Context: an optimization exercise on an open-source flow, tuned for small area and a short achievable clock period. The choices shown serve that exercise and are no tape-out recipe. No run shown here included a check of the RTL's function; only the layout flow was run. Power is estimated from default activity; no workload was simulated.

==> flow/design.v, too long to show whole: its modules and the start of the top module <==
// module halfAdder: 10 lines
// module fullAdder: 11 lines
// module PipelinedRadix4BoothWallace32: 2489 lines
module PipelinedRadix4BoothWallace32
(
    input logic clk,
    input logic run,
    input logic signedFlag,  
    input logic [32 - 1 : 0] multiplicand,
    input logic [32 - 1 : 0] multiplier,
    output logic [64 - 1 : 0] out
);
  // ...
==> flow/run.sh <==
#!/bin/bash
# synth_recipe.tcl (not shown) runs the flow's synth.tcl, then flattens the netlist and writes it again
# the make line also repeats each setting of config.mk as NAME=value (left out here)
make -C /OpenROAD-flow-scripts/flow DESIGN_CONFIG=/design/flow/config.mk WORK_HOME=/design/flow/orfs CLKGATE_MAP_FILE= SYNTH_SCRIPT=/design/flow/synth_recipe.tcl finish
==> flow/config.mk <==
export PLATFORM = sky130hd
export DESIGN_NAME = PipelinedRadix4BoothWallace32
export DESIGN_NICKNAME = PipelinedRadix4BoothWallace32
export VERILOG_FILES = /design/flow/design.v
export SDC_FILE = /design/flow/constraint.sdc
export NUM_CORES = 4
export LEC_CHECK = 0
export CAP_MARGIN = 20
export CORE_MARGIN = 2
export CORE_UTILIZATION = 50
export CTS_BUF_LIST = sky130_fd_sc_hd__clkbuf_4 sky130_fd_sc_hd__clkbuf_8
export CTS_CLUSTER_SIZE = 30
export PLACE_DENSITY = 0.65
export SETUP_SLACK_MARGIN = 1.7
export SLEW_MARGIN = 20
export SYNTH_HIERARCHICAL = 1
export SYNTH_MINIMUM_KEEP_SIZE = 0
==> flow/constraint.sdc <==
create_clock -name core_clock -period 4.2 [get_ports {clk}]
set_input_delay 0.8400 -clock core_clock [delete_from_list [all_inputs] [get_ports {clk}]]
set_output_delay 0.8400 -clock core_clock [all_outputs]
set_load 0.01 [all_outputs]
==> metrics.yaml, run 1 <==
synth.area.top_cells: "edfxtp_1 45%, fa_1 22%, xor2_1 11%, a22oi_1 8.7%, ha_1 3.6%"
max_slew.worst_pin.slew_ns: 0.865
cap_viol_max_count: 0
buffers: 335
nClkBuffers: 138
cp.required_ns: 4.68
synth_top_family_by_area: "adder cells"
synth-edff-count: 660
start_kind: "register"
start_util_pct: 50.6
critPathSlowestCell: "fa_2"
period_share_pct: 61.5
multi_input_area_share_pct: 46.3
busiest_layer: "met1"
regArea_mm2: 0.0198
cts_made_buffers: 112
clk_pin_slew_ns: 0.07
grt_pass1_wl_um: 181000
first_iter_violations: 3203
post-place-ws_ns: 1.19
hold_depth: 0
synth.top_cell.area_share_pct: 45.0
num_tap_cells: 1155
pwr-share-seq_pct: 36.3
seq_share_pct: 38.4
status: "timing/DRC/antenna clean"
powerDensity_mw_per_mm2: 716
critPathLaunch: "r1_ax[14]$_DFFE_PP_"
r2r_end: "r2[94]$_DFFE_PP_"
ys_types: 55
area_growth_pct: 17.2
grt_overflow: 0
synthArstFlopShare_pct: 0
routabilityCongestion: 0.945
largest_class: "multi-input gates"
instances_no_fill: 4605
==> inputs of run 2 (changes only) <==
--- a/flow/design.v
+++ b/flow/design.v
@@ -2355,19 +2355,19 @@
 assign s1041 = ~(r3[108] ^ r3[109]);
 assign c1042 = r3[108] | r3[109];
 fullAdder fa_l6_476 (.x(r3[110]), .y(r3[111]), .cin(r3[112]), .sum(s1043), .cout(c1044));
 assign s1045 = ~(r3[113] ^ r3[114]);
 assign c1046 = r3[113] | r3[114];
 fullAdder fa_l6_477 (.x(r3[116]), .y(r3[117]), .cin(r3[118]), .sum(s1047), .cout(c1048));
 fullAdder fa_l6_478 (.x(r3[120]), .y(r3[121]), .cin(r3[122]), .sum(s1049), .cout(c1050));
 fullAdder fa_l6_479 (.x(r3[124]), .y(r3[125]), .cin(r3[126]), .sum(s1051), .cout(c1052));
-wire [63:0] opx = {~r3[135], ~r3[134], ~r3[132], ~r3[131], ~r3[129], ~r3[128], ~c1052, ~s1051, ~c1050, ~s1049, ~c1048, ~s1047, ~c1046, ~c1044, ~c1042, ~c1040, ~c1038, ~c1036, ~c1034, ~c1032, ~c1030, ~c1028, ~c1026, ~c1024, ~c1022, ~c1020, ~c1018, ~c1016, ~c1014, ~c1012, ~c1010, ~c1008, ~c1006, ~c1004, ~c1002, ~c1000, ~c998, ~c996, ~c994, ~c992, ~c990, ~c988, ~c986, ~c984, ~c982, ~c980, ~c978, ~c976, ~c974, ~c972, ~c970, ~c968, ~c966, ~c964, ~c962, ~c960, ~s959, ~r3[7], ~r3[6], ~r3[5], ~r3[4], ~r3[3], ~r3[2], ~r3[0]};
-wire [63:0] opy = {~r3[136], 1'b0, ~r3[133], 1'b0, ~r3[130], 1'b0, ~r3[127], 1'b0, ~r3[123], 1'b0, ~r3[119], 1'b0, ~r3[115], ~s1045, ~s1043, ~s1041, ~s1039, ~s1037, ~s1035, ~s1033, ~s1031, ~s1029, ~s1027, ~s1025, ~s1023, ~s1021, ~s1019, ~s1017, ~s1015, ~s1013, ~s1011, ~s1009, ~s1007, ~s1005, ~s1003, ~s1001, ~s999, ~s997, ~s995, ~s993, ~s991, ~s989, ~s987, ~s985, ~s983, ~s981, ~s979, ~s977, ~s975, ~s973, ~s971, ~s969, ~s967, ~s965, ~s963, ~s961, 1'b0, 1'b0, 1'b0, 1'b0, 1'b0, 1'b0, 1'b0, ~r3[1]};
-wire [4:0] bs0 = {1'b0, opx[3:0]} + {1'b0, opy[3:0]};
+wire [63:0] opx = {r3[135], r3[134], r3[132], r3[131], r3[129], r3[128], c1052, s1051, c1050, s1049, c1048, s1047, c1046, c1044, c1042, c1040, c1038, c1036, c1034, c1032, c1030, c1028, c1026, c1024, c1022, c1020, c1018, c1016, c1014, c1012, c1010, c1008, c1006, c1004, c1002, c1000, c998, c996, c994, c992, c990, c988, c986, c984, c982, c980, c978, c976, c974, c972, c970, c968, c966, c964, c962, c960, s959, r3[7], r3[6], r3[5], r3[4], r3[3], r3[2], r3[0]};
+wire [63:0] opy = {r3[136], 1'b1, r3[133], 1'b1, r3[130], 1'b1, r3[127], 1'b1, r3[123], 1'b1, r3[119], 1'b1, r3[115], s1045, s1043, s1041, s1039, s1037, s1035, s1033, s1031, s1029, s1027, s1025, s1023, s1021, s1019, s1017, s1015, s1013, s1011, s1009, s1007, s1005, s1003, s1001, s999, s997, s995, s993, s991, s989, s987, s985, s983, s981, s979, s977, s975, s973, s971, s969, s967, s965, s963, s961, 1'b1, 1'b1, 1'b1, 1'b1, 1'b1, 1'b1, 1'b1, r3[1]};
+wire [4:0] bs0 = {1'b0, opx[3:0]} + {1'b0, opy[3:0]} + 1'b1;
 wire [4:0] bs1 = {1'b0, opx[7:4]} + {1'b0, opy[7:4]};
 wire [4:0] bs2 = {1'b0, opx[11:8]} + {1'b0, opy[11:8]};
 wire [4:0] bs3 = {1'b0, opx[15:12]} + {1'b0, opy[15:12]};
 wire [4:0] bs4 = {1'b0, opx[19:16]} + {1'b0, opy[19:16]};
 wire [4:0] bs5 = {1'b0, opx[23:20]} + {1'b0, opy[23:20]};
 wire [4:0] bs6 = {1'b0, opx[27:24]} + {1'b0, opy[27:24]};
 wire [4:0] bs7 = {1'b0, opx[31:28]} + {1'b0, opy[31:28]};
 wire [4:0] bs8 = {1'b0, opx[35:32]} + {1'b0, opy[35:32]};
@@ -2499,12 +2499,12 @@
 assign bcin[8] = bg31;
 assign bcin[9] = bg39;
 assign bcin[10] = bg40;
 assign bcin[11] = bg41;
 assign bcin[12] = bg42;
 assign bcin[13] = bg43;
 assign bcin[14] = bg44;
 assign bcin[15] = bg45;
-wire [63:0] prod = {(r4_s[63] ^ (bcin[15] & (&r4_s[62:60]))), (r4_s[62] ^ (bcin[15] & (&r4_s[61:60]))), (r4_s[61] ^ (bcin[15] & (&r4_s[60:60]))), (r4_s[60] ^ bcin[15]), (r4_s[59] ^ (bcin[14] & (&r4_s[58:56]))), (r4_s[58] ^ (bcin[14] & (&r4_s[57:56]))), (r4_s[57] ^ (bcin[14] & (&r4_s[56:56]))), (r4_s[56] ^ bcin[14]), (r4_s[55] ^ (bcin[13] & (&r4_s[54:52]))), (r4_s[54] ^ (bcin[13] & (&r4_s[53:52]))), (r4_s[53] ^ (bcin[13] & (&r4_s[52:52]))), (r4_s[52] ^ bcin[13]), (r4_s[51] ^ (bcin[12] & (&r4_s[50:48]))), (r4_s[50] ^ (bcin[12] & (&r4_s[49:48]))), (r4_s[49] ^ (bcin[12] & (&r4_s[48:48]))), (r4_s[48] ^ bcin[12]), (r4_s[47] ^ (bcin[11] & (&r4_s[46:44]))), (r4_s[46] ^ (bcin[11] & (&r4_s[45:44]))), (r4_s[45] ^ (bcin[11] & (&r4_s[44:44]))), (r4_s[44] ^ bcin[11]), (r4_s[43] ^ (bcin[10] & (&r4_s[42:40]))), (r4_s[42] ^ (bcin[10] & (&r4_s[41:40]))), (r4_s[41] ^ (bcin[10] & (&r4_s[40:40]))), (r4_s[40] ^ bcin[10]), (r4_s[39] ^ (bcin[9] & (&r4_s[38:36]))), (r4_s[38] ^ (bcin[9] & (&r4_s[37:36]))), (r4_s[37] ^ (bcin[9] & (&r4_s[36:36]))), (r4_s[36] ^ bcin[9]), (r4_s[35] ^ (bcin[8] & (&r4_s[34:32]))), (r4_s[34] ^ (bcin[8] & (&r4_s[33:32]))), (r4_s[33] ^ (bcin[8] & (&r4_s[32:32]))), (r4_s[32] ^ bcin[8]), (r4_s[31] ^ (bcin[7] & (&r4_s[30:28]))), (r4_s[30] ^ (bcin[7] & (&r4_s[29:28]))), (r4_s[29] ^ (bcin[7] & (&r4_s[28:28]))), (r4_s[28] ^ bcin[7]), (r4_s[27] ^ (bcin[6] & (&r4_s[26:24]))), (r4_s[26] ^ (bcin[6] & (&r4_s[25:24]))), (r4_s[25] ^ (bcin[6] & (&r4_s[24:24]))), (r4_s[24] ^ bcin[6]), (r4_s[23] ^ (bcin[5] & (&r4_s[22:20]))), (r4_s[22] ^ (bcin[5] & (&r4_s[21:20]))), (r4_s[21] ^ (bcin[5] & (&r4_s[20:20]))), (r4_s[20] ^ bcin[5]), (r4_s[19] ^ (bcin[4] & (&r4_s[18:16]))), (r4_s[18] ^ (bcin[4] & (&r4_s[17:16]))), (r4_s[17] ^ (bcin[4] & (&r4_s[16:16]))), (r4_s[16] ^ bcin[4]), (r4_s[15] ^ (bcin[3] & (&r4_s[14:12]))), (r4_s[14] ^ (bcin[3] & (&r4_s[13:12]))), (r4_s[13] ^ (bcin[3] & (&r4_s[12:12]))), (r4_s[12] ^ bcin[3]), (r4_s[11] ^ (bcin[2] & (&r4_s[10:8]))), (r4_s[10] ^ (bcin[2] & (&r4_s[9:8]))), (r4_s[9] ^ (bcin[2] & (&r4_s[8:8]))), (r4_s[8] ^ bcin[2]), (r4_s[7] ^ (bcin[1] & (&r4_s[6:4]))), (r4_s[6] ^ (bcin[1] & (&r4_s[5:4]))), (r4_s[5] ^ (bcin[1] & (&r4_s[4:4]))), (r4_s[4] ^ bcin[1]), (r4_s[3] ^ (bcin[0] & (&r4_s[2:0]))), (r4_s[2] ^ (bcin[0] & (&r4_s[1:0]))), (r4_s[1] ^ (bcin[0] & (&r4_s[0:0]))), (r4_s[0] ^ bcin[0])};
+wire [63:0] prod = {~(r4_s[63] ^ (bcin[15] & (&r4_s[62:60]))), ~(r4_s[62] ^ (bcin[15] & (&r4_s[61:60]))), ~(r4_s[61] ^ (bcin[15] & (&r4_s[60:60]))), ~(r4_s[60] ^ bcin[15]), ~(r4_s[59] ^ (bcin[14] & (&r4_s[58:56]))), ~(r4_s[58] ^ (bcin[14] & (&r4_s[57:56]))), ~(r4_s[57] ^ (bcin[14] & (&r4_s[56:56]))), ~(r4_s[56] ^ bcin[14]), ~(r4_s[55] ^ (bcin[13] & (&r4_s[54:52]))), ~(r4_s[54] ^ (bcin[13] & (&r4_s[53:52]))), ~(r4_s[53] ^ (bcin[13] & (&r4_s[52:52]))), ~(r4_s[52] ^ bcin[13]), ~(r4_s[51] ^ (bcin[12] & (&r4_s[50:48]))), ~(r4_s[50] ^ (bcin[12] & (&r4_s[49:48]))), ~(r4_s[49] ^ (bcin[12] & (&r4_s[48:48]))), ~(r4_s[48] ^ bcin[12]), ~(r4_s[47] ^ (bcin[11] & (&r4_s[46:44]))), ~(r4_s[46] ^ (bcin[11] & (&r4_s[45:44]))), ~(r4_s[45] ^ (bcin[11] & (&r4_s[44:44]))), ~(r4_s[44] ^ bcin[11]), ~(r4_s[43] ^ (bcin[10] & (&r4_s[42:40]))), ~(r4_s[42] ^ (bcin[10] & (&r4_s[41:40]))), ~(r4_s[41] ^ (bcin[10] & (&r4_s[40:40]))), ~(r4_s[40] ^ bcin[10]), ~(r4_s[39] ^ (bcin[9] & (&r4_s[38:36]))), ~(r4_s[38] ^ (bcin[9] & (&r4_s[37:36]))), ~(r4_s[37] ^ (bcin[9] & (&r4_s[36:36]))), ~(r4_s[36] ^ bcin[9]), ~(r4_s[35] ^ (bcin[8] & (&r4_s[34:32]))), ~(r4_s[34] ^ (bcin[8] & (&r4_s[33:32]))), ~(r4_s[33] ^ (bcin[8] & (&r4_s[32:32]))), ~(r4_s[32] ^ bcin[8]), ~(r4_s[31] ^ (bcin[7] & (&r4_s[30:28]))), ~(r4_s[30] ^ (bcin[7] & (&r4_s[29:28]))), ~(r4_s[29] ^ (bcin[7] & (&r4_s[28:28]))), ~(r4_s[28] ^ bcin[7]), ~(r4_s[27] ^ (bcin[6] & (&r4_s[26:24]))), ~(r4_s[26] ^ (bcin[6] & (&r4_s[25:24]))), ~(r4_s[25] ^ (bcin[6] & (&r4_s[24:24]))), ~(r4_s[24] ^ bcin[6]), ~(r4_s[23] ^ (bcin[5] & (&r4_s[22:20]))), ~(r4_s[22] ^ (bcin[5] & (&r4_s[21:20]))), ~(r4_s[21] ^ (bcin[5] & (&r4_s[20:20]))), ~(r4_s[20] ^ bcin[5]), ~(r4_s[19] ^ (bcin[4] & (&r4_s[18:16]))), ~(r4_s[18] ^ (bcin[4] & (&r4_s[17:16]))), ~(r4_s[17] ^ (bcin[4] & (&r4_s[16:16]))), ~(r4_s[16] ^ bcin[4]), ~(r4_s[15] ^ (bcin[3] & (&r4_s[14:12]))), ~(r4_s[14] ^ (bcin[3] & (&r4_s[13:12]))), ~(r4_s[13] ^ (bcin[3] & (&r4_s[12:12]))), ~(r4_s[12] ^ bcin[3]), ~(r4_s[11] ^ (bcin[2] & (&r4_s[10:8]))), ~(r4_s[10] ^ (bcin[2] & (&r4_s[9:8]))), ~(r4_s[9] ^ (bcin[2] & (&r4_s[8:8]))), ~(r4_s[8] ^ bcin[2]), ~(r4_s[7] ^ (bcin[1] & (&r4_s[6:4]))), ~(r4_s[6] ^ (bcin[1] & (&r4_s[5:4]))), ~(r4_s[5] ^ (bcin[1] & (&r4_s[4:4]))), ~(r4_s[4] ^ bcin[1]), ~(r4_s[3] ^ (bcin[0] & (&r4_s[2:0]))), ~(r4_s[2] ^ (bcin[0] & (&r4_s[1:0]))), ~(r4_s[1] ^ (bcin[0] & (&r4_s[0:0]))), ~(r4_s[0] ^ bcin[0])};
 always_ff @(posedge clk) if (run) r5 <= prod;
 assign out = r5;
 endmodule
==> run 2 against run 1 <==
  * Die area barely moved
  * Largest power group unchanged
  * Clock power rose by 2%
  * Sequential power barely moved
  * Cell count fell by 0.17%
  * First-iteration DRC count fell by 11%
  * Core utilization fell by 1.1 points
  * Non-clock buffer count fell by 29
  * Critical path depth rose by 1
  * Routed wire length fell by 9.3%
  * Combinational power fell by 2%
  * Highest routed layer unchanged
==> metrics.yaml, run 2 <==
status: "timing/DRC/antenna clean"  # unchanged
syn_area_mm2: 0.0441  # about the same
critical_path.endpoint_type: "register"  # unchanged
critPathKind: "register to register"  # unchanged
power.internal_mw: 23.1  # was 22.9 mW
largest_register_ffs: 299  # unchanged
yosysTopAreaCell: "edfxtp_1"  # unchanged
die_y_um: 301  # about the same
hold_buffers: 0  # unchanged
pwr-share-seq_pct: 36.7  # was 36.3%
period_share_pct: 59.9  # was 61.5%
grt_overflow: 0  # unchanged
tritoncts: "yes"  # unchanged
wirelength_um: 112000  # was 124,000 um
ys.flop_type: "edfxtp_1"  # unchanged
max_stage_delay_ns: 0.54  # was 0.63 ns
rrSetupSlack_ns: 1.68  # was 1.62 ns
layout_commonest_cell: "edfxtp_1"  # unchanged
synth.top_cell.area_share_pct: 45.0  # about the same
nets: 4024  # was 4,036
synthesis.nets: 3861  # was 3,849
clkPwrFrac_pct: 16.3  # was 15.9%
dr.pass1.iters: 7  # was 6
numClockSinks: 661  # was 660
die_w_um: 301  # about the same
maxSlewHeadroom_pct: 39.9  # was 41.8%
cap_viol_max_count: 0  # unchanged
cts_root_buf: "clkbuf_8"  # unchanged
core-area_mm2: 0.0870  # unchanged
start_kind: "register"  # unchanged
synth_cells: 3183  # was 3,164
hpwl_um: 79500  # was 85,900 um
critPathSlowestCell: "fa_2"  # unchanged
insertion_delay_ns: 0.78  # about the same
dieArea_mm2: 0.0905  # about the same
wl_per_cell_um: 24.4  # was 26.8 um
finalSetupTns_ns: 0  # unchanged
hold_class: "register to register"  # unchanged
grt_pass1_wl_um: 170000  # was 181,000 um
drc: 0  # unchanged
cts_made_buffers: 116  # was 112
clock_skew_ns: 0.0401  # was 0.0462 ns
vias: 26900  # was 27,800
period_minus_slack_ns: 2.52  # was 2.58 ns
grt_max_degree: 85  # was 103
synth.area.top_cells: "edfxtp_1 45%, fa_1 22%, xor2_1 11%, a22oi_1 8.7%, ha_1 3.3%"  # was edfxtp_1 45%, fa_1 22%, xor2_1 11%, a22oi_1 8.7%, ha_1 3.6%
cp_cell_sequence: "buf_4, clkbuf_16, xor2_1, a22oi_1, fa_2, fa_1"  # was buf_6, xor2_1, a22oi_1, fa_2, fa_1
setup_violations: 0  # unchanged
mostFrequentLayoutCells: "661 x edfxtp_1, 524 x xor2_1, 479 x fa_1, 470 x a22oi_1, 196 x inv_1"  # was 660 x edfxtp_1, 467 x xor2_1, 466 x fa_1, 425 x a22oi_1, 166 x inv_1
clk_pin_slew_ns: 0.06  # was 0.07 ns
hold_violations: 0  # unchanged
max_slew.worst_pin.slew_ns: 0.901  # was 0.865 ns
first_iter_violations: 2839  # was 3,203
drv_slew: 0  # unchanged
cp.required_ns: 4.69  # was 4.68 ns
pwr-share-comb_pct: 47.1  # was 47.8%
powerDensity_mw_per_mm2: 726  # was 716 mW/mm2
p_switching_mw: 13.7  # was 14.1 mW
io_buffers: 130  # unchanged
yosysWarnings: 7  # unchanged
routabilityCongestion: 0.892  # was 0.945
rows: 108  # unchanged
htreeDepth: 3  # unchanged
ir_drop_mv: 0.442  # was 0.337 mV
synthTopCellsByCount: "661 x edfxtp_1, 546 x xor2_1, 512 x a22oi_1"  # was 660 x edfxtp_1, 549 x xor2_1, 512 x a22oi_1
largest_register: "r2"  # unchanged
viasPerCell: 5.86  # was 6.04
ys_types: 53  # was 55
drive_gt1_share_pct: 13.5  # was 17.7%
synth-edff-count: 661  # was 660
grt_pass1_vias: 28900  # was 29,300
max_freq_ghz: 0.397  # was 0.387 GHz
area_growth_pct: 15.0  # was 17.2%
crit_arrival_ns: 3.01  # was 3.06 ns
ios: 131  # unchanged
clockBufferDepth: 3  # unchanged
yosysMostFrequentCell: "edfxtp_1"  # unchanged
postRouteAntennaNets: 0  # unchanged
total_leakage_power_nw: 19.3  # was 19.8 nW
layout_setup_ws_ns: 1.68  # was 1.62 ns
path_max_fanout: 17  # unchanged
rsz0062_at_grt: "yes"  # unchanged
swShare_pct: 37.2  # was 38.2%
ys_seq_area_share_pct: 45.0  # about the same
syn_avg_cell_area_um2: 13.8  # was 13.9 um2
grt_use_total_pct: 24.8  # was 26.8%
synthArstFlopShare_pct: 0  # unchanged
largestRegisters: "r2 x299, r3 x137"  # unchanged
post-place-ws_ns: 1.20  # was 1.19 ns
grt_antenna_before_repair: 5  # was 4
ys_ff_latch: 661  # was 660
start_util_pct: 50.6  # about the same
## run 2: what timing repair did
| action | CTS | global route |
|---|---|---|
| setup buffers | 47 | 17 |
| pin swaps | 3 | 23 |
| gates cloned | 0 | 6 |
| gates resized for setup | 112 | 133 |
| setup endpoints to repair | 311 | 113 |
## run 2: power groups by stage
| stage | Clock (mW) | Sequential (mW) | Combinational, mW |
|---|---|---|---|
| after floorplan | 0 | 13.3 | 11.2 |
| final | 5.99 | 13.5 | 17.3 |
| after global routing | 6.45 | 13.8 | 19.8 |
| after detailed placement | 0 | 13.7 | 17.1 |
| after CTS | 6.16 | 13.5 | 17.3 |
| after global placement | 0 | 13.6 | 16.4 |
## run 2: worst max-delay path: cells and delay by family (launching register included)
| kind | cells | cell delay (ns) |
|---|---|---|
| flops | 1 | 0.43 |
| xor+xnor | 1 | 0.17 |
| fa+ha+maj | 2 | 1.05 |
| buf+inv | 2 | 0.36 |
| compound gates | 1 | 0.24 |
## run 2: modules after synthesis (local to each module, per instance)
module | area, um2 | times used | flip-flops and latches | cells
fullAdder | 20.0 | 479 | 0 | 1
PipelinedRadix4BoothWallace32 | 34500 | 1 | 661 | 2704
## run 2: layer usage
metal  up-vias  GRT usage [%]  part of all wire [%]  wire (um)
li1      11600              -                     -          -
met3       288           6.23                   9.5      10700
met1     13600           34.4                    42      46500
met2      1448           38.3                    46      51100
met4         8           8.27                   3.2       3610
met5         -              0                 0.052         58
## run 2: cell type report
class	instances	area, um2
tap	1155	1450
timing repair buffer	306	3320
inverter	197	742
fill	6820	36400
clock inverter	66	462
antenna	1	2.50
clock buffer	147	1850
sequential	661	19800
multi-input combinational	2064	23000
## run 2: through the flow
stage | total power, mW | std cells | cell area [um2] | utilization (%) | hold WS (ns)
CTS | 36.9 | 4573 | 49700 | 57.1 | 0.416
global placement | 30.1 | 4313 | 46800 | 53.7 | 0.402
global route | 40.0 | 4597 | 50700 | 58.2 | 0.436
finish | 36.8 | 4597 | 50700 | 58.2 | 0.421
floorplan | 24.5 | 3183 | 44200 | - | 0.400
detailed placement | 30.8 | 4313 | 46800 | 53.7 | 0.405
## run 2: cell families after synthesis
| group | after synthesis | share of synthesized area, % |
|---|---|---|
| simple gates | 221 | 2.71 |
| xor+xnor | 613 | 12.2 |
| flops | 661 | 45.0 |
| compound gates | 619 | 10.4 |
| buf+inv | 458 | 3.91 |
| fa+ha+maj | 611 | 25.7 |
## run 2: final timing paths
path	startpoint	cells past startpoint	endpoint
min	r2[0]$_DFFE_PP_	0	r3[0]$_DFFE_PP_
max reg2reg	r1_neg[1]$_DFFE_PP_	6	r2[114]$_DFFE_PP_
max	r1_neg[1]$_DFFE_PP_	6	r2[114]$_DFFE_PP_
min reg2reg	r2[0]$_DFFE_PP_	0	r3[0]$_DFFE_PP_

port drivers added, routing unchanged:
The flow's constraints put no driver on any port. The routed layouts listed below were extracted and timed again, unchanged, in two steps. Step 1 (the two cells are an assumption about what drives the block):
set clk [get_ports {clk}]
set_driving_cell -lib_cell sky130_fd_sc_hd__clkbuf_16 $clk
set_driving_cell -lib_cell sky130_fd_sc_hd__buf_2 [delete_from_list [all_inputs] $clk]
Step 2 times the ports against the registers' clock, not the clock port: input delays grow and output delays shrink by t, the midpoint of the rising clock arrivals with the driver on. Three values: ideal, step 1, step 2; two values: the first two.
run | t (ns) | setup slack, ns | clock arrival spread, ns | cell pins on the clock port's net
run 1 | 0.822 | 1.617 / 1.617 / 1.617 | 0.046 / 0.047 | 1
run 2 | 0.822 | 1.684 / 1.684 / 1.684 | 0.045 / 0.045 | 1
After both steps setup and hold are still met in every run listed.
